Background: an optimization exercise with open tools, aiming at small area. Do not read the settings as production practice. No functional check of the RTL was part of any run shown here.

<file path="design/flow/run.sh">
#!/bin/bash
# synth_recipe.tcl (not shown) runs the flow's synth.tcl, then flattens the netlist and writes it again
# the make line also repeats each setting of config.mk as NAME=value (left out here)
make -C /OpenROAD-flow-scripts/flow DESIGN_CONFIG=/design/flow/config.mk WORK_HOME=/design/flow/orfs CLKGATE_MAP_FILE= SYNTH_SCRIPT=/design/flow/synth_recipe.tcl finish
</file>
<file path="design/flow/config.mk">
export PLATFORM = sky130hd
export DESIGN_NAME = directconnection
export DESIGN_NICKNAME = directconnection
export VERILOG_FILES = /design/flow/design.v
export SDC_FILE = /design/flow/constraint.sdc
export NUM_CORES = 4
export LEC_CHECK = 0
export ABC_AREA = 1
export CAP_MARGIN = 20
export CORE_MARGIN = 2
export CORE_UTILIZATION = 40
export SLEW_MARGIN = 20
</file>
<file path="design/flow/constraint.sdc">
create_clock -name core_clock -period 40.0 [get_ports {clk}]
set_input_delay 8.0000 -clock core_clock [delete_from_list [all_inputs] [get_ports {clk}]]
set_output_delay 8.0000 -clock core_clock [all_outputs]
set_load 0.01 [all_outputs]
</file>
<file path="design/flow/design.v">
`timescale 1ns / 1ps
module ButtonDebounce
    (
        input wire clk,
        input wire reset,
        input wire sig,
        output reg pls
    );
    reg [11:0] lf;
    reg lastSig;
    reg stable;
    wire low_zero = ~|lf[10:0];
    wire full = low_zero & ~lf[11];
    wire fb = (lf[11] ^ lf[5] ^ lf[3] ^ lf[0]) & ~low_zero;
    wire clr = reset | (sig ^ lastSig);
    always @(posedge clk)
    begin
        lf <= clr ? 12'h001 : {lf[10:0], fb};
        lastSig <= ~reset & sig;
        if (reset)
            stable <= 1'b0;
        else if (~(sig ^ lastSig) & full)
            stable <= lastSig;
        pls <= ~reset & ~stable & sig & lastSig & full;
    end
endmodule
`timescale 1ns / 1ps
module hex2bcd(
    input wire sys_clk,
    input wire reset,
    input wire [15:0] HexIn,
    output reg [15:0] BCD_out
    );
    reg [3:0] digit0, digit1, digit2, digit3;
    reg [4:0] j;
    wire carry0 = digit0[3] | (digit0[2] & (digit0[1] | digit0[0]));
    wire carry1 = digit1[3] | (digit1[2] & (digit1[1] | digit1[0]));
    wire carry2 = digit2[3] | (digit2[2] & (digit2[1] | digit2[0]));
    function [2:0] mod5(input [3:0] d);
        mod5 = {(d[2] & ~d[1] & ~d[0]) | (d[3] & d[0]),
                (d[1] & (~d[2] | d[0])) | (d[3] & ~d[0]),
                (d[0] & ~d[2] & ~d[3]) | (d[2] & d[1] & ~d[0]) | (d[3] & ~d[0])};
    endfunction
    wire shift = ~j[4];
    wire store = j[4] & ~j[0];
    wire start = j[4] & j[0];
    wire bitin = HexIn[~j[3:0]];
    always @(posedge sys_clk) begin
        if (reset | start) begin
            digit0 <= 4'd0;
            digit1 <= 4'd0;
            digit2 <= 4'd0;
            digit3 <= 4'd0;
        end else if (shift) begin
            digit0 <= {mod5(digit0), bitin};
            digit1 <= {mod5(digit1), carry0};
            digit2 <= {mod5(digit2), carry1};
            digit3 <= {digit3[2:0], carry2};
        end
        if (reset)
            BCD_out <= 16'd0;
        else if (store)
            BCD_out <= (HexIn < 16'd10000) ? {digit3, digit2, digit1, digit0} : 16'h9999;
        if (reset | store)
            j <= 5'd31;
        else
            j <= j + 5'd1;
    end
endmodule
module LedDriver(input clk,
                 input reset,
                 input [15:0] value,
                 input bcd,
                 output [7:0] SSEG_CA,
                 output [3:0] SSEG_AN);
  reg [1:0] state;
  reg [16:0] timer;
  reg [3:0] dr;       
  reg [1:0] pos;      
  reg valid;
  wire [15:0] BCD_out;
  hex2bcd MyHex2BCD(.sys_clk(clk), .reset(reset), .HexIn(value), .BCD_out(BCD_out));
  wire [15:0] src = bcd ? BCD_out : value;
  reg [3:0] digit;
  always @(*) begin
    case (state)
    2'd0: digit = src[3:0];
    2'd1: digit = src[7:4];
    2'd2: digit = src[11:8];
    default: digit = src[15:12];
    endcase
  end
  wire term = (timer == 17'h13243);
  wire tclr = reset | term;
  always @(posedge clk) begin
    timer <= tclr ? 17'h00001 : {timer[15:0], timer[16] ^ timer[13]};
    if (reset)
      state <= 2'd0;
    else if (term)
      state <= state + 2'd1;
    valid <= ~reset;
    dr <= digit;
    pos <= state;
  end
  reg [6:0] pat;
  always @(*) begin
    case (dr)
    4'd0: pat = 7'b1000000;
    4'd1: pat = 7'b1111001;
    4'd2: pat = 7'b0100100;
    4'd3: pat = 7'b0110000;
    4'd4: pat = 7'b0011001;
    4'd5: pat = 7'b0010010;
    4'd6: pat = 7'b0000010;
    4'd7: pat = 7'b1111000;
    4'd8: pat = 7'b0000000;
    4'd9: pat = 7'b0010000;
    4'd10: pat = 7'b0001000;  
    4'd11: pat = 7'b0000011;  
    4'd12: pat = 7'b0100111;  
    4'd13: pat = 7'b0100001;  
    4'd14: pat = 7'b0000110;  
    default: pat = 7'b0001110;  
    endcase
  end
  assign SSEG_CA = valid ? {1'b1, pat} : 8'b0;
  assign SSEG_AN = valid ? ~(4'b0001 << pos) : 4'b0;
endmodule
`timescale 1ns / 1ps
module directconnection(
	input wire clk,
	input wire reset,
	input wire [7:0] sw,
	input wire [4:0] btn,
	output wire [7:0] Led,
	output wire [7:0] seg,
	output wire [3:0] an
	);
	wire add;
	wire sub;
	wire mul;
	wire div;
	wire rst;
	wire [6:0] inp;
	reg [15:0] cnt;
	assign inp = sw[6:0];
	assign Led = sw;
	LedDriver Display(.clk(clk), .reset(reset), .value(cnt), .bcd(sw[7]), .SSEG_CA(seg), .SSEG_AN(an));
	ButtonDebounce add_button_debounce(.clk(clk), .reset(reset), .sig(btn[0]), .pls(add));
	ButtonDebounce sub_button_debounce(.clk(clk), .reset(reset), .sig(btn[4]), .pls(sub));
	ButtonDebounce mul_button_debounce(.clk(clk), .reset(reset), .sig(btn[2]), .pls(mul));
	ButtonDebounce div_button_debounce(.clk(clk), .reset(reset), .sig(btn[3]), .pls(div));
	ButtonDebounce rst_button_debounce(.clk(clk), .reset(reset), .sig(btn[1]), .pls(rst));
	wire nr     = ~reset;
	wire addsel = nr & add;
	wire subsel = nr & ~add & sub;
	wire mulsel = nr & ~add & ~sub & mul;
	wire divsel = nr & ~add & ~sub & ~mul & div;
	wire keep   = nr & ~add & ~sub & ~mul & ~div & ~rst;
	wire [6:0] m;
	assign m[0] = mulsel ? inp[0] : (addsel | subsel | keep);
	assign m[6:1] = {6{mulsel}} & inp[6:1];
	wire [15:0] a = {{9{subsel}}, ({7{addsel}} & inp) | ({7{subsel}} & ~inp)};
	wire [15:0] p;
	MulAdd u_muladd(.x(cnt), .m(m), .a(a), .cin(subsel), .p(p));
	wire [15:0] q;
	Div16by7 u_div(.n(cnt), .d(inp), .q(q));
	always @(posedge clk)
		cnt <= divsel ? q : p;
endmodule
module MulAdd(
	input wire [15:0] x,
	input wire [6:0] m,
	input wire [15:0] a,
	input wire cin,
	output wire [15:0] p
	);
	wire [15:0] s [0:6];
	genvar j, i;
	wire [16:0] c0;
	assign c0[0] = cin;
	generate
		for (i = 0; i < 16; i = i + 1) begin : r0
			wire pp = x[i] & m[0];
			assign s[0][i] = pp ^ a[i] ^ c0[i];
			assign c0[i+1] = (pp & a[i]) | (pp & c0[i]) | (a[i] & c0[i]);
		end
		for (j = 1; j < 7; j = j + 1) begin : row
			wire [16:0] c;
			assign c[j] = 1'b0;
			assign s[j][j-1:0] = s[j-1][j-1:0];
			for (i = j; i < 16; i = i + 1) begin : col
				wire pp = x[i-j] & m[j];
				assign s[j][i] = pp ^ s[j-1][i] ^ c[i];
				assign c[i+1] = (pp & s[j-1][i]) | (pp & c[i]) | (s[j-1][i] & c[i]);
			end
		end
	endgenerate
	assign p = s[6];
endmodule
module Div16by7(
	input wire [15:0] n,
	input wire [6:0] d,
	output wire [15:0] q
	);
	wire [6:0] r [0:16];
	assign r[0] = 7'd0;
	genvar k, i;
	generate
		for (k = 1; k <= 16; k = k + 1) begin : st
			localparam W = (k < 8) ? k : 8;    
			wire [7:0] w = {r[k-1], n[16-k]};
			wire [W:0] b;                       
			wire [W-1:0] df;
			assign b[0] = 1'b0;
			for (i = 0; i < W; i = i + 1) begin : bit_
				wire di = (i < 7) ? d[i] : 1'b0;
				assign df[i] = w[i] ^ di ^ b[i];
				assign b[i+1] = (~w[i] & di) | (~(w[i] ^ di) & b[i]);
			end
			wire hz;   
			if (W < 7) begin : hzg
				assign hz = ~|d[6:W];
			end else begin : hzn
				assign hz = 1'b1;
			end
			assign q[16-k] = hz & ~b[W];
			wire [7:0] rn = q[16-k] ? {{(8-W){1'b0}}, df} : {{(8-W){1'b0}}, w[W-1:0]};
			assign r[k] = rn[6:0];
		end
	endgenerate
endmodule
</file>
==> notes.md, run 1 <==
- Detailed routing inserted a total of 10.1k vias.
- The iteration count of the initial detailed-routing pass is 5.
- TritonCTS built the clock tree.
- The time the final worst path needs with I/O delays and setup is 38470 ps.
- Summed over all instances, the cell type with the most area after synthesis is dfxtp_1.
- The HPWL reported at the end of detailed placement is 23000 um.
- The via count of the first global-routing pass is 9902.
- The final-layout worst hold slack is 389 ps.
- The combined area of all synthesized cells is 12400 um2.
- The largest clock skew in the final design is 18.8 ps.
- The worst setup path is launched from an input port.
- The worst setup slack before clock tree synthesis is -662 ps.
- The y dimension of the die is 180 um.
- 35 I/O pins were placed.
- After synthesis, flip-flops and latches occupy 25.4% of the total area.
- The number of buffers added to fix hold violations after cts is 0.
- The clock slew seen by the registers of the worst setup and hold paths is 70 ps.
- Synthesis inferred 157 register bits.
- The arithmetic-cell share of the synthesized area counting full adders, half adders and majority gates is 27.5%.
- The number of enable flip-flop cells after synthesis is 0.
- The die width is 180 um.
- Dividing the synthesized area by the synthesized cell count gives 7.79 um2.
- Including well taps, the total number of placed cells is 2001.
- The number of vias per cell after detailed routing is 4.92.
- Synthesis produced a netlist with a net count of 1791.
- After Yosys synthesis, and, or, nand and nor cells account for 25.7% of the synthesized area.
- The congestion estimate from routability-driven global placement came to 0.858.
- The buffer depth of the longest clock path is 2.
- The clock net in this run drives a total of 157 sinks.
- The routed length per instance is 14.6 um.
- The area growth from synthesis to layout is 13.3%.
- The worst setup path is captured at a flip-flop.
- The proportion of register bits with asynchronous set or reset after synthesis is 0%.
- After synthesis, the share of cell area in mux cells is 0.0808%.
- The effective utilization at floorplan is 40.6%.
- After layout, the worst path uses 96.2% of the clock period.
- The transition time at the pin with the least slew margin is 823 ps.
- The number of inserted diodes is 0.
- Global routing consumed, over all layers together, 18.8% of the routing resources.
- The first global-routing pass estimated 49200 um of wire.
- The unique cell type count in the Yosys netlist is 47.
- The critical path contains buffers and inverters numbering 31 combined.
- The filler-free cell count of the finished design is 2045.
- The number of max-slew violations in the final report is 0.
- The post-place instance area is 13200 um2.
- The most repeated library cell on the critical path is fa_1.
- The classification of the worst setup path is in -> reg.
- The buffer type at the clock tree root is clkbuf_16.
- The floorplan row count is 64.
- The global-route congestion overflow total is 0.
- The flow ran to the end and the layout has no timing, DRC or antenna violations.
- The cell count of the worst hold path is 0.
- Synthesis produced a netlist whose cell count is 1591.
- At the worst endpoint, the required time is 40380 ps.
- The xor/xnor cell area share of the yosys netlist is 2.33%.
- Derived from the worst setup path, the maximum achievable clock frequency is 0.0260 GHz.
- The core area is 30500 um2.
- In this run, CTS created clock tree buffers numbering 17.
- The max-cap violation count is 0.
- The critical-path maximum fanout is 13.
- Measured against its own limit, the worst slew margin works out to 45.0%.
- The final hold violation count is 0.
- The wire length after detailed routing is 29800 um.
- Summed over its instances, the top area cell type makes up 25.4% of the synthesized netlist area.
- In this run the worst hold path is classified as reg -> reg.
- Of the cells placed in the final design, the portion with a size suffix greater than 1 is 10.6%.
- The area of the die is 32400 um2.
- The worst register-to-register path has a depth of 149.
- The final layout net count is 1836.
- Once routing completed, OpenROAD measured the worst setup slack at 1530 ps.
- The cell with the largest stage delay on the worst path is fa_1.
- The dominant combinational cell family by area after synthesis is adder cells.
- The number of antenna violations at the first check in global routing was 0.
- STA puts the critical path data arrival time at 38840 ps.
- The DRC violation count after routing is 0.
- Grouping stages by cell kind, the critical path spends the most delay in adder cells.
- After the first detailed-routing iteration, the DRC count stood at 531.
- The stage delay of the slowest cell on the critical path is 420 ps.
- By area the synthesized netlist is led by dfxtp_1, fa_1, nand2_1.
- Entering global routing, the biggest net connects 36 pins.
- For the worst-skew pair, the clock arrives at the later sink with an insertion delay of 440 ps.
- The synthesized netlist devotes 7.82% of its cell area to compound gates.
- The remaining antenna violation count is 0.
- The number of H-tree branching levels is 4.
- The finished cells cover 14000 um2.
- The Yosys step of the flow raised 6 warnings.
- Buffers placed on the I/O ports in this run total 34.
- For this run, the leading register cell type out of synthesis is dfxtp_1.
- The critical path runs through a total of 149 cells.
- Setup violations remaining at the end of the flow were counted as 0.
## placed cells by master, fill, tap and decap left out, types with 8 or more instances in the layout
| master | instances |
|---|---|
| nand3_2 | 16 |
| xnor2_1 | 17 |
| or2_2 | 11 |
| a21oi_1 | 37 |
| inv_1 | 280 |
| o21ai_0 | 64 |
| o31ai_1 | 8 |
| nor2_1 | 176 |
| buf_4 | 38 |
| fa_1 | 125 |
| nor4_1 | 11 |
| nand4_1 | 20 |
| clkbuf_16 | 17 |
| a221oi_1 | 9 |
| nand2_1 | 334 |
| o221ai_1 | 8 |
| clkinv_1 | 13 |
| nand2_2 | 20 |
| dfxtp_1 | 157 |
| fa_2 | 21 |
| clkdlybuf4s50_1 | 27 |
| o21a_1 | 8 |
| nand3_1 | 92 |
| ha_1 | 39 |
| xor2_1 | 16 |
## cells by family after synthesis
logic type / Yosys count
XOR/XNOR: 33
multiplexers: 1
AO/OA/AOI/OAI: 163
flip-flops: 157
buffers and inverters: 348
adder cells (fa/ha/maj): 185
AND/OR/NAND/NOR: 704
## synthesized netlist by cell type, types with 3 or more instances
master    count
buf_2         6
clkbuf_1     24
o21ai_1       7
clkinv_1     13
o221ai_1      8
buf_6         4
a311oi_1      3
nand3_4       7
a21oi_1      37
nand2_1     338
nand2_2      16
o21ai_0      70
inv_2         4
o21ai_2       3
xnor2_1      17
nand4_1      20
nand3b_1      3
nand3_2      16
buf_4        11
nor2_1      178
buf_1         3
fa_1        146
inv_1       282
o21a_1        8
xor2_1       16
or2_2        11
a221oi_1      9
o31ai_1       8
nand3_1      92
dfxtp_1     157
ha_1         39
nand2_4       6
nor4_1       11
## sequential cells by signal (all words and copies together) (netlist names), 2 cells and up, named ones only
name                       count
Display.pos                    2
Display.MyHex2BCD.digit2       3
Display.MyHex2BCD.j            5
cnt                           16
Display.MyHex2BCD.digit1       3
rst_button_debounce.lf        12
Display.MyHex2BCD.BCD_out     16
Display.timer                 17
add_button_debounce.lf        12
sub_button_debounce.lf        12
Display.MyHex2BCD.digit3       4
Display.MyHex2BCD.digit0       3
mul_button_debounce.lf        12
Display.state                  2
Display.pat                    7
div_button_debounce.lf        12
## final cells by class
cell class                      instances  area (um2)
Clock buffer                           17         425
Clock inverter                         15         200
Fill cell                            3053       16500
Inverter                              300        1130
Multi-Input combinational cell       1086        7970
Sequential cell                       157        3140
Tap cell                              396         495
Timing Repair Buffer                   74         666
## through the flow
step	utilization, %	TNS, ps
after CTS	45.3	0
final	46.0	0
after global routing	46.0	-57.6
after detailed placement	43.2	-662
after global placement	43.2	0
after floorplan	-	0
## worst reg2reg max path: cells and delay by family (launching register included)
family | cells | cell delay [ps]
AOI/OAI and AO/OA | 19 | 2710
adders and majority gates | 70 | 23430
buffers and inverters | 31 | 2160
and+or+nand+nor | 29 | 2510
DFF | 1 | 330
## metal layers
layer / part of all wire, % / global-route usage [%] / up-vias / wire [um]
met3: 3.9 / 2.88 / 47 / 1170
met5: 0 / 0 / - / 0
met1: 46 / 24.8 / 4819 / 13600
li1: - / - / 5003 / -
met2: 48 / 31.6 / 194 / 14400
met4: 2.2 / 6.31 / 0 / 665
## path summary, 6_finish.rpt
check	start	end	slack [ps]
max	sw[0]	cnt[0]$_DFF_P_	1530
min	Display.state[1]$_SDFFE_PP0P_	Display.pos[1]$_DFF_P_	390
max reg2reg	cnt[15]$_DFF_P_	cnt[0]$_DFF_P_	8780
min reg2reg	Display.state[1]$_SDFFE_PP0P_	Display.pos[1]$_DFF_P_	390
## what timing repair did
action                                  CTS  global route
pin swaps                                 0            14
setup buffers                             0            12
endpoints found under the setup margin    1             2
resized for setup                         4            42
==> inputs of run 2 (changes only) <==
--- a/design/flow/design.v
+++ b/design/flow/design.v
@@ -203,6 +203,7 @@
 	input wire [6:0] d,
 	output wire [15:0] q
 	);
+	wire [6:0] dn = ~d;
 	wire [6:0] r [0:16];
 	assign r[0] = 7'd0;
 	genvar k, i;
@@ -210,21 +211,21 @@
 		for (k = 1; k <= 16; k = k + 1) begin : st
 			localparam W = (k < 8) ? k : 8;    
 			wire [7:0] w = {r[k-1], n[16-k]};
-			wire [W:0] b;                       
+			wire [W:0] c;                       
 			wire [W-1:0] df;
-			assign b[0] = 1'b0;
+			assign c[0] = 1'b1;
 			for (i = 0; i < W; i = i + 1) begin : bit_
-				wire di = (i < 7) ? d[i] : 1'b0;
-				assign df[i] = w[i] ^ di ^ b[i];
-				assign b[i+1] = (~w[i] & di) | (~(w[i] ^ di) & b[i]);
+				wire di = (i < 7) ? dn[i] : 1'b1;
+				assign df[i] = w[i] ^ di ^ c[i];
+				assign c[i+1] = (w[i] & di) | (w[i] & c[i]) | (di & c[i]);
 			end
 			wire hz;   
 			if (W < 7) begin : hzg
-				assign hz = ~|d[6:W];
+				assign hz = &dn[6:W];
 			end else begin : hzn
 				assign hz = 1'b1;
 			end
-			assign q[16-k] = hz & ~b[W];
+			assign q[16-k] = hz & c[W];
 			wire [7:0] rn = q[16-k] ? {{(8-W){1'b0}}, df} : {{(8-W){1'b0}}, w[W-1:0]};
 			assign r[k] = rn[6:0];
 		end
==> run 2 against run 1 <==
Cell count fell by 5.2%. Count of clock-buffer cells in the layout increased by 2. Largest cell class unchanged. Core utilization decreased by 0.65 points. Synthesized cell count fell by 6.2%. Highest routed layer unchanged. Setup slack lost 39 ps. Register-to-register slack improved by 270 ps. Critical path type unchanged. Global-route usage up 0.13 points.
==> notes.md, run 2 <==
- The tree is rooted in a clkbuf_16.
- The global-route usage over all layers is 18.9%.
- The CTS tree is built.
- After floorplanning, the core was sized to cover 29500 um2.
- Among all flip-flop cells after synthesis, the most frequent one is dfxtp_1.
- In the final layout, the share of cells above drive strength 1 is 9.69%.
- The cell count of the worst hold path is 0.
- The unique cell type count in the Yosys netlist is 46.
- The leading cell type by number of instances after synthesis is nand2_1.
- In this run the remaining antenna-violating nets after routing total 0.
- The largest clock skew in the final design is 19.3 ps.
- The filler cell count in the final layout is 2962.
- In the final layout, the registers with the most flip-flops are Display.timer x17, Display.MyHex2BCD.BCD_out x16, cnt x16.
- For this design the top-level I/O count stands at 35.
- Counting cells, the worst reg-to-reg path comes to 138.
- Based on the critical path, the design can be clocked at up to 0.0260 GHz.
- The reg2reg setup slack is 9050 ps.
- Summing every instance area after synthesis gives 11900 um2.
- In this run the critical register-to-register path is captured at cnt[0]$_DFF_P_.
- In this run the critical register-to-register path is launched from cnt[15]$_DFF_P_.
- The via count of the first global-routing pass is 9428.
- The clock passes through at most 2 buffers.
- The register with the most flip-flops in the final layout is Display.timer.
- The synthesized design contains 0 enable-type register cells.
- The transition time at the pin with the least slew margin is 1020 ps.
- The number of inserted diodes is 0.
- The headroom to the max-slew limit is 31.5%.
- The cell family contributing the most delay on the critical path is adder cells.
- The Yosys step of the flow raised 6 warnings.
- The floorplan has 63 rows.
- The routed via count is 9466.
- The path category of the worst min-delay check is reg -> reg.
- After detailed routing, the number of remaining DRC violations is 0.
- The initial utilization of the core area, before any placement, comes to 40.4%.
- The number of max-slew violations in the final report was 0.
- The number of vias per cell after detailed routing is 4.88.
- The final-layout worst hold slack is 400 ps.
- The most common cell after layout, fill and taps aside is nand2_1.
- The port buffer count is 34.
- The clock latency on the worst-skew pair is 440 ps.
- The wire length after detailed routing is 28000 um.
- The flow ran to the end and the layout has no timing, DRC or antenna violations.
- The final hold violation count is 0.
- The number of antenna violations at the first check in global routing is 0.
- The final core utilization is 45.3%.
- In the finished design, the share of the clock period the worst path needs comes to 96.3%.
- For the worst setup path, the data arrival time is 38870 ps.
- The register with the most flip-flops in the layout has 17 of them.
- Synthesis produced 1492 cells.
- The critical path contains buffers and inverters numbering 25 combined.
- Once layout is complete, the cells apart from fillers number 1938.
- The per-instance average area after synthesis is 7.98 um2.
- After global routing the overflow that remains totals 0.
- The final weighted congestion in routability-driven placement is 0.907.
- In the synthesized netlist, the cells that appear most often are nand2_1, inv_1, nor2_1.
- In this run, the number of DRC markers left after iteration 0 of detailed routing was 686.
- For this design, the slowest cell found on the critical path is clkdlybuf4s50_1.
- The pin count of the biggest net entering global routing is 37.
- Among the stages of the critical path, the cell type that occurs most often is fa_1.
- The number of placed instances with taps included is 1889.
- From synthesis to final layout, the design area changed by 12.3%.
- The final layout contains 1729 nets.
- The number of nets in the synthesized netlist is 1686.
- Measured along the x axis, the die boundary spans 177 um.
- The end point of the worst hold path is Display.pos[1]$_DFF_P_.
- The number of clock buffers added by TritonCTS is 17.
- In the post-synthesis netlist, the biggest area contributors are dfxtp_1, fa_1, nand2_1.
- Data on the critical path is required at its endpoint by 40370 ps.
- Counting flops with an async set or reset pin after synthesis yields a share of 0%.
- The clock slew seen by the registers of the worst setup and hold paths is 70 ps.
- The stage delay of the slowest cell on the critical path is 460 ps.
- The worst hold path begins at Display.state[1]$_SDFFE_PP0P_.
- The clock net in this run drives a total of 157 sinks.
- The critical-path maximum fanout is 9.
- The critical path is of the in -> reg type.
- The max-cap violation count is 0.
- The top cell type by total area after synthesis is dfxtp_1.
- For the finished layout, the period the worst path requires is 38510 ps.
- The HPWL reported at the end of detailed placement is 21600 um.
- The sequential element share of the synthesized area is 26.4%.
- The final number of setup-violating endpoints is 0.
- In the layout the commonest cells are nand2_1, inv_1, nor2_1.
- In the final layout, the multi-input gates occupy 7550 um2.
- The first TritonRoute pass finished after 7 iterations.
- The top cell type by area accounts for 26.4% of the synthesized area.
- The wire length of the first global-routing pass is 46700 um.
- The synthesized design contains 157 register bits.
- The kind of start point of the critical path is an input port.
- The y dimension of the die is 177 um.
- The number of H-tree branching levels is 4.
- In the final routed layout, each cell accounts on average for 14.4 um.
- The flip-flop and latch area is 3140 um2.
- The die covers 31200 um2.
- The worst setup path is captured at a flip-flop.
run 2: metal layers:
layer  vias up  routed length, um  track usage (%)  part of all wire [%]
met5         -                  0                0                     0
met4         0                595             5.65                   2.1
met3        45               1460             3.88                   5.2
met2       212              13500             32.2                    48
met1      4501              12500             24.3                    44
li1       4708                  -                -                     -
run 2: worst max path at each step:
stage                from        endpoint  slack [ps]  depth (start not counted)
finish              sw[0]  cnt[0]$_DFF_P_        1490                        138
global route        sw[0]  cnt[0]$_DFF_P_        -110                        144
CTS                 sw[0]  cnt[0]$_DFF_P_          20                        138
detailed placement  sw[0]  cnt[0]$_DFF_P_        -470                        136
global placement    sw[0]  cnt[0]$_DFF_P_         230                        139
floorplan           sw[0]  cnt[0]$_DFF_P_         930                        139
run 2: cell families after synthesis:
group	after synthesis	synth area share (%)
AO/OA/AOI/OAI	170	8.63
XOR/XNOR	36	2.65
adder cells (fa/ha/maj)	179	27.9
buffers and inverters	319	10.7
flip-flops	157	26.4
AND/OR/NAND/NOR	631	23.7
run 2: layout make-up:
cell class / count / area share, %
clock buffer: 19 / 3.24
clock inverter: 13 / 0.964
inverter: 277 / 7.79
multi-input combinational: 1016 / 56.5
sequential: 157 / 23.5
tap: 390 / 3.65
timing repair buffer: 66 / 4.34
run 2: worst register-to-register path: cells and delay by family (launching register included):
family / cells / cell delay [ps]
AO/OA/AOI/OAI: 14 / 1490
adder cells (fa/ha/maj): 69 / 24240
buffers and inverters: 25 / 1960
flip-flops: 1 / 310
AND/OR/NAND/NOR: 30 / 2960
run 2: timing repair:
| item | in CTS | in global routing |
|---|---|---|
| endpoints found under the setup margin | 1 | 2 |
| gates resized for setup | 1 | 29 |
| hold buffers | 0 | 0 |
| pin swaps | 0 | 6 |
| buffers inserted | 0 | 17 |
| endpoints found under the hold margin | 0 | 0 |
run 2: through the flow:
stage	area, um2	setup WS [ps]	setup TNS (ps)
after floorplan	11900	935	0
after global placement	12600	227	0
after detailed placement	12600	-472	-568
after CTS	13200	19.9	0
after global routing	13400	-115	-115
final	13400	1490	0
==> inputs of run 3 (changes only) <==
==> design/flow/flow/run.sh (new file) <==
#!/bin/bash
# Own layout flow: the standard ORFS flow (standard.sh) with
#  - an area-oriented ABC script for the combinational logic in synthesis
#  - CTS without dummy loads
#  - port buffers of the smallest buffer cell
# Each tool's output goes to a log file in this folder.
set -euo pipefail
W=$PWD
export OWN_WORK=$W
export OWN_ABC_SCRIPT=$W/flow/area.abc
CTS="-sink_clustering_enable -repair_clock_nets -dont_use_dummy_load"
BUFP="-buffer_cell sky130_fd_sc_hd__buf_1"
export CTS_ARGS="$CTS"
export BUFFER_PORTS_ARGS="$BUFP"
bash standard.sh SYNTH_SCRIPT=$W/flow/synth.tcl "CTS_ARGS=$CTS" "BUFFER_PORTS_ARGS=$BUFP" finish > $W/orfs_make.log 2>&1
==> design/flow/flow/area.abc (new file) <==
strash; dch; amap; topo; stime -c
==> design/flow/flow/synth.tcl (new file) <==
# The standard synthesis (synth_recipe.tcl, sourced unchanged) with one
# difference: ABC maps the combinational logic with an area-oriented script.
proc abc {args} {
  set i [lsearch $args -script]
  if {$i >= 0} {
    set args [lreplace $args [expr {$i + 1}] [expr {$i + 1}] $::env(OWN_ABC_SCRIPT)]
  }
  yosys abc {*}$args
}
source $::env(OWN_WORK)/synth_recipe.tcl
==> design/flow/standard.sh (new file) <==
#!/bin/bash
# synth_recipe.tcl (not shown) runs the flow's synth.tcl, then flattens the netlist and writes it again
# the make line also repeats each setting of config.mk as NAME=value (left out here)
make -C /OpenROAD-flow-scripts/flow DESIGN_CONFIG=/design/flow/config.mk WORK_HOME=/design/flow/orfs CLKGATE_MAP_FILE= SYNTH_SCRIPT=/design/flow/synth_recipe.tcl "${@:-finish}"
removed: design/flow/run.sh
==> run 3 against run 2 <==
Largest cell class unchanged. Clock skew grew 2.8 ps. Sequential share of layout area grew 1.6 points. Die area shrank 9.0%. Cell count shrank 15%. Area after synthesis shrank 9.2%. Cell area shrank 6.3%. Maximum frequency shrank 0.18%. Sequential cell count is the same. Critical path depth shrank 1. Setup slack lost 68 ps.
==> notes.md, run 3 <==
- The buffer depth of the longest clock path is 2.
- Each instance of the synthesized netlist takes up on average 9.03 um2.
- The final period utilization is 96.4%.
- The worst setup path is launched from an input port.
- The number of synthesized register bits is 157.
- For this run the aggregate overflow at the end of global routing stands at 0.
- Entering global routing, the biggest net connects 30 pins.
- The number of antenna violations at the first check in global routing came to 0.
- The register with the most flip-flops in the layout has 17 of them.
- The effective utilization at floorplan is 40.5%.
- The via count of the first global-routing pass is 8756.
- The filler-free cell count of the finished design is 1639.
- The first global-routing pass estimated 44000 um of wire.
- The gate count after technology mapping is 1197.
- The final weighted congestion in routability-driven placement is 0.869.
- The leading cell type by number of instances after synthesis is nor2_1.
- Summing all non-filler instances in the final layout gives an area of 12500 um2.
- The required time at the endpoint of the critical path is 40310 ps.
- The number of inserted diodes is 0.
- The top cell type by total area after synthesis is dfxtp_1.
- The proportion of register bits with asynchronous set or reset after synthesis is 0%.
- Global routing used 19.4% of the available tracks.
- Hold is met by 403 ps.
- The classification of the worst setup path is in -> reg.
- The clock latency on the worst-skew pair is 430 ps.
- Summed over all failing endpoints, the final setup total negative slack is 0 ps.
- Setup violations remaining at the end of the flow were counted as 0.
- The endpoint arrival time on the critical path is 38880 ps.
- The share of final-layout standard cells stronger than drive strength 1 is 11.4%.
- The path category of the worst min-delay check is reg -> reg.
- The largest single stage delay on the critical path is 420 ps.
- The die width is 168 um.
- Dividing the detail-routed wire length by the instance count gives 15.9 um.
- In this run the clock root is driven by a clkbuf_16.
- For this run, design rule violations remaining after detail routing come to 0.
- The final layout net count is 1494.
- The number of vias per cell after detailed routing is 5.33.
- The filler cell count in the final layout is 2629.
- Of all nets on the critical path, the largest fanout is 8.
- The first detailed-routing pass took 5 iterations.
- The post-place instance area is 11800 um2.
- In this run the remaining antenna-violating nets after routing total 0.
- The final core utilization is 46.9%.
- The routed via count is 8731.
- The largest registers in the layout are Display.timer x17, Display.MyHex2BCD.BCD_out x16, cnt x16.
- The maximum clock frequency is 0.0259 GHz.
- The number of max-slew violations in the final report was 0.
- The flow ran to the end and the layout has no timing, DRC or antenna violations.
- In this run, distinct cell masters in the synthesized netlist total 44.
- The headroom to the max-slew limit is 45.5%.
- After clock tree synthesis, the clock-pin slew on the worst setup and hold paths is 70 ps.
- The number of warning messages in the yosys log is 6.
- Once detailed placement completed, the half-perimeter wirelength came to 19900 um.
- By instance count, the cell type seen most on the critical path is fa_1.
- The startpoint of the most critical register-to-register path is cnt[15]$_DFF_P_.
- The die is 168 um tall.
- The worst setup path is captured at a flip-flop.
- The final hold violation count is 0.
- In the layout the commonest cells are nor2_1, clkinv_1, dfxtp_1.
- The CTS tree is built.
- The layout-stage area growth over the synthesis result is 15.9%.
- The mapped netlist covers 10800 um2.
- Of the post-synthesis cell area, the dominant cell type holds 29.1%.
- CTS built an H-tree with a depth of 4.
- The number of enable flip-flop cells after synthesis is 0.
- In the synthesized netlist the dominant register cell turns out to be dfxtp_1.
- The largest clock skew in the final design is 22.1 ps.
- The cell with the largest stage delay on the worst path is fa_1.
- Ranked by flip-flop count, first place goes to Display.timer.
- The number of cell instances on the worst register-to-register path is 134.
- The critical path ends at cnt[0]$_DFF_P_.
- At the placement stage, the worst setup path has a slack of -900 ps.
- The worst reg2reg path endpoint is cnt[0]$_DFF_P_.
- The count of buffers added on input and output ports is 34.
- The minimum setup slack in the final design is 1430 ps.
- After synthesis, the most frequently instantiated cells are nor2_1, clkinv_1, dfxtp_1.
- After the first detailed-routing iteration, the DRC count stood at 473.
- The die covers 28400 um2.
- Summing the sequential cell areas from Yosys gives 29.1% of the chip area.
- By area the synthesized netlist is led by dfxtp_1, fa_1, nor2_1.
- The number of nets in the synthesized netlist is 1391.
- The transition time at the pin with the least slew margin is 813 ps.
- The boundary pin count is 35.
- The total CTS buffers is 17.
- Buffers inserted to repair hold after CTS numbered 0.
- The most critical setup path has its startpoint at sw[5].
- Summed over all layers, the routed wires come to 26100 um.
- Row generation in the floorplan step produced 60 rows.
- The most common cell after layout, fill and taps aside is nor2_1.
- The clock sink total is 157.
- The max-cap violation count is 0.
- In this run the standard cell core region covers 26700 um2.
- The reg2reg setup slack is 8470 ps.
- The smallest clock period supported by the final layout is computed as 38570 ps.
- The number of placed instances with taps included is 1600.
-- run 3: changes by cell type after synthesis, sizes merged, moves of 19 or more --
cell and change:
clkinv +196, a22o +26, inv -266, nand2 -235, nand3 -49, xnor2 -19, o22ai +38, o21ai -34
nor2b +20, clkbuf -27
-- run 3: final cells by class --
cell class              instances  area [um2]  area share (%)
multi-input cells             824        7140            57.0
flip-flops and latches        157        3140            25.1
inverters                     207         801            6.39
repair buffers                 93         591            4.71
well taps                     341         427            3.41
clock buffers                  17         425            3.40
-- run 3: worst min-delay path by stage --
| stage | slack, ps | start | to | cells after the start |
|---|---|---|---|---|
| after floorplan | 390 | add_button_debounce.stable$_SDFFE_PP0P_ | add_button_debounce.pls$_DFF_P_ | 1 |
| after global placement | 400 | add_button_debounce.stable$_SDFFE_PP0P_ | add_button_debounce.pls$_DFF_P_ | 1 |
| after detailed placement | 410 | sub_button_debounce.stable$_SDFFE_PP0P_ | sub_button_debounce.pls$_DFF_P_ | 1 |
| after CTS | 400 | add_button_debounce.lf[6]$_SDFF_PP0_ | add_button_debounce.lf[7]$_SDFF_PP0_ | 2 |
| after global routing | 420 | add_button_debounce.lf[6]$_SDFF_PP0_ | add_button_debounce.lf[7]$_SDFF_PP0_ | 2 |
| final | 400 | add_button_debounce.lf[6]$_SDFF_PP0_ | add_button_debounce.lf[7]$_SDFF_PP0_ | 2 |
-- run 3: metal layers --
metal	up-vias	routed length (um)	track usage [%]
met4	0	625	5.51
met3	45	1290	3.95
met2	196	12900	33.9
li1	4248	-	-
met1	4242	11300	24.4
met5	-	0	0
-- run 3: critical path: cells and delay by family --
kind / cells / cell delay (ps)
AO/OA/AOI/OAI: 31 / 4100
adder cells (fa/ha/maj): 66 / 22730
buffers and inverters: 30 / 2800
AND/OR/NAND/NOR: 10 / 1150
-- run 3: kinds of logic after synthesis --
| family | count (synthesis) | share of synthesized area [%] |
|---|---|---|
| DFF | 157 | 29.1 |
| buffers and inverters | 216 | 7.81 |
| xor gates and xnor gates | 3 | 0.243 |
| and+or+nand+nor | 385 | 15.5 |
| adders and majority gates | 179 | 30.7 |
| AOI/OAI and AO/OA | 257 | 16.7 |
-- run 3: timing repair --
action,4_1_cts,5_1_grt
setup endpoints to repair,1,2
pin swaps,3,15
gates resized for setup,3,51
buffers inserted,7,15
==> inputs of run 4 (changes only) <==
--- a/design/flow/flow/run.sh
+++ b/design/flow/flow/run.sh
@@ -12,4 +12,4 @@
 BUFP="-buffer_cell sky130_fd_sc_hd__buf_1"
 export CTS_ARGS="$CTS"
 export BUFFER_PORTS_ARGS="$BUFP"
-bash standard.sh SYNTH_SCRIPT=$W/flow/synth.tcl "CTS_ARGS=$CTS" "BUFFER_PORTS_ARGS=$BUFP" finish > $W/orfs_make.log 2>&1
+bash standard.sh SYNTH_SCRIPT=$W/flow/synth.tcl "CTS_ARGS=$CTS" "BUFFER_PORTS_ARGS=$BUFP" RECOVER_POWER=100 finish > $W/orfs_make.log 2>&1
--- a/design/flow/config.mk
+++ b/design/flow/config.mk
@@ -9,4 +9,6 @@
 export CAP_MARGIN = 20
 export CORE_MARGIN = 2
 export CORE_UTILIZATION = 40
+export CTS_BUF_LIST = sky130_fd_sc_hd__clkbuf_2
+export GPL_TIMING_DRIVEN = 0
 export SLEW_MARGIN = 20
==> run 4 against run 3 <==
Now fails the layout checks on max-capacitance violations, max-slew violations. Core utilization is 0.66 points higher. Clock skew increased by 4.8 ps. Maximum frequency down 0.60%. Critical endpoint unchanged. Cell count increased by 0.12%. First-iteration DRC count is 0.85% lower. Critical path depth is 1 lower. Routed wire length down 2.4%.
==> notes.md, run 4 <==
- The flow ran to the end, but the layout failed its checks.
- The reasons given for failing layout checks are max-capacitance violations, max-slew violations.
- The buffer type at the clock tree root is clkbuf_16.
- The library cells used most frequently in the layout, excluding fill and tap cells, are nor2_1, clkinv_1, dfxtp_1.
- The effective utilization at floorplan is 40.5%.
- After clock tree synthesis, the clock-pin slew on the worst setup and hold paths is 60 ps.
- The global-route usage over all layers is 18.3%.
- The first detailed-routing pass took 5 iterations.
- The combined area of all synthesized cells is 10800 um2.
- nor2_1 is the most common cell in the netlist.
- The register with the most flip-flops in the layout has 17 of them.
- The number of nets handed over by synthesis was 1391.
- After detailed routing, the number of vias per cell comes to 5.29.
- In this design, the stage delay of the slowest critical-path cell is 420 ps.
- The number of inserted diodes is 0.
- In this run the count of I/O pins placed on the die edge is 35.
- The share of final-layout standard cells stronger than drive strength 1 is 13.7%.
- After detailed routing, the number of remaining DRC violations is 0.
- The first routing iteration left 469 violations.
- The area of the die is 28400 um2.
- The final hold violation count is 0.
- In this run the cell area measured after placement is 11600 um2.
- The routed design has 25400 um of wire.
- The max-cap violation count is 2.
- After synthesis, the cell types taking the most area are dfxtp_1, fa_1, nor2_1.
- Synthesis produced a netlist whose cell count is 1197.
- The core region is 26700 um2.
- The routed length per instance is 15.5 um.
- Detailed routing inserted a total of 8675 vias.
- The CTS tree is built.
- The first global-routing pass estimated 41800 um of wire.
- Setup slack on the critical path of the routed design comes to 1200 ps.
- The per-instance average area after synthesis is 9.03 um2.
- The classification of the worst setup path is in -> reg.
- The library cell used most frequently in the layout, excluding fill and tap cells, is nor2_1.
- The met1 usage in global routing is 23.4%.
- The via count of the first global-routing pass is 8375.
- The synthesized design spends more area on one cell type than any other, namely dfxtp_1.
- The cell with the largest stage delay on the worst path is fa_1.
- Data arrives at the worst endpoint at 39110 ps.
- Hold is met by 401 ps.
- The largest clock skew in the final design is 27.0 ps.
- The maximum clock frequency is 0.0258 GHz.
- Entering global routing, the biggest net connects 30 pins.
- The floorplan step set the die width to 168 um.
- The number of H-tree branching levels is 4.
- The endpoint kind of the worst setup timing path is a flip-flop.
- At the pin with the least slew margin, the transition time is 1910 ps.
- Buffers inserted during clock tree synthesis total 17.
- The largest registers in the layout are Display.timer x17, Display.MyHex2BCD.BCD_out x16, cnt x16.
- The final period utilization is 97.0%.
- The y dimension of the die is 168 um.
- Cells fill 47.5% of the core in the end.
- The time the final worst path needs with I/O delays and setup is 38800 ps.
- The most repeated library cell on the critical path is fa_2.
- The congestion estimate from routability-driven global placement came to 0.855.
- Yosys printed 6 warnings.
- The busiest layer in global routing is met2.
- STA classifies the critical path startpoint as an input port.
- Synthesis instantiated 44 different standard cells from the library.
- Ranked by instance count, the synthesized netlist is headed by nor2_1, clkinv_1, dfxtp_1.
- The met3 track demand over resource is 3.69%.
- The proportion of netlist area held by the largest area contributor is 29.1%.
- The HPWL reported at the end of detailed placement is 18100 um.
- The number of antenna violations at the first check in global routing is 0.
- With fillers left out, the area of the finished cells amounts to 12700 um2.
- Setup violations remaining at the end of the flow were counted as 0.
- The clock passes through at most 2 buffers.
- Data on the critical path is required at its endpoint by 40300 ps.
- Before CTS, the worst setup slack after placement is -3880 ps.
- The proportion of register bits with asynchronous set or reset after synthesis is 0%.
- The register with the highest flop count is Display.timer.
- Yosys mapped a number of flops with a built-in enable equal to 0.
- The count of nets left with antenna violations once routing finished came out at 0.
- In this run the worst hold path is classified as reg -> reg.
- The sequential element share of the synthesized area is 29.1%.
- The port buffer count is 34.
- The most used flip-flop cell after synthesis is dfxtp_1.
- Clock tree synthesis found a total of 157 sinks.
- Global routing used 31.8% of the available met2 tracks.
- The global-route congestion overflow total is 0.
- Counting flops and latches in the post-synthesis netlist gives 157.
- The critical-path maximum fanout is 14.
- The net count of the finished layout is 1496.
- Compared with the post-synthesis result, the final layout area differs by 17.5%.
- The headroom to the max-slew limit is -27.4%.
- The floorplan row count is 60.
- The number of max-slew violations in the final report was 17.
- The clock latency on the worst-skew pair is 420 ps.
[run 4: final cells by class]
class                      instances  area [um2]
inverter                         207         818
clock buffer                      17         425
multi-input combinational        824        7270
tap                              341         427
buffer                             9        67.6
sequential                       157        3140
fill                            2569       14000
timing repair buffer              86         554
[run 4: logic make-up (layout without fill, tap and decap cells)]
logic type | Yosys count | count (layout) | share of synthesized area [%]
compound gates | 257 | 257 | 16.7
xor+xnor | 3 | 3 | 0.243
fa+ha+maj | 179 | 179 | 30.7
buf+inv | 216 | 319 | 7.81
flops | 157 | 157 | 29.1
simple gates | 385 | 385 | 15.5
[run 4: metrics by stage]
| step | cells | setup TNS, ps |
|---|---|---|
| after floorplan | 1197 | 0 |
| after global placement | 1572 | -7310 |
| after detailed placement | 1573 | -6170 |
| after CTS | 1622 | 0 |
| after global routing | 1641 | -23.5 |
| final | 1641 | 0 |
[run 4: final timing paths]
path	from	endpoint	slack (ps)	depth (start not counted)
worst max-delay path	sw[5]	cnt[0]$_DFF_P_	1200	136
worst min-delay path	Display.timer[11]$_SDFF_PP0_	Display.timer[12]$_SDFF_PP0_	400	2
worst max register to register	cnt[15]$_DFF_P_	cnt[0]$_DFF_P_	8720	133
worst min register to register	Display.timer[11]$_SDFF_PP0_	Display.timer[12]$_SDFF_PP0_	400	2
[run 4: what timing repair did]
action | CTS | global route
hold buffers | 0 | 0
setup endpoints to repair | 2 | 2
gates resized for setup | 57 | 42
pin swaps | 9 | 19
setup buffers | 32 | 19
[run 4: critical path, delay by kind of cell]
| family | cells | cell delay, ps |
|---|---|---|
| compound gates | 32 | 4190 |
| fa+ha+maj | 68 | 22870 |
| buf+inv | 25 | 2460 |
| simple gates | 11 | 1550 |
[run 4: per-layer routing]
metal  wire [um]  part of all wire (%)  vias to the layer above
li1            -                     -                     4234
met1       11300                    44                     4261
met2       12800                    50                      149
met3         962                   3.8                       31
met4         390                   1.5                        0
met5           0                     0                        -

==> static timing again, ports no longer ideal <==
How much do the figures lean on ideal ports? The routed layouts below were timed once more, with nothing changed but the port constraints. Step 1: set_driving_cell puts a clkbuf_16 on clk and a buf_2 on each other input, an assumption about the parent block. Step 2 moves the port delays by t, midway between the first and last clock arrival at a register: inputs arrive t later, outputs are due t later. That takes back most of the time a late clock gives input paths. Slacks: no drivers / after step 1 / after step 2; pairs: no drivers / after step 1.
run	t, ns	setup WS [ns]	worst slew at a driven data input, ns
run 1	0.473	1.534 / 1.557 / 1.085	0.04
run 2	0.476	1.495 / 1.523 / 1.048	0.06
run 3	0.461	1.427 / 1.447 / 0.986	0.04
run 4	0.461	1.196 / 1.216 / 0.755	0.04
The setup slack of run 1, which loses most, moves by +0.023 ns with the drivers and by -0.449 ns with both steps.
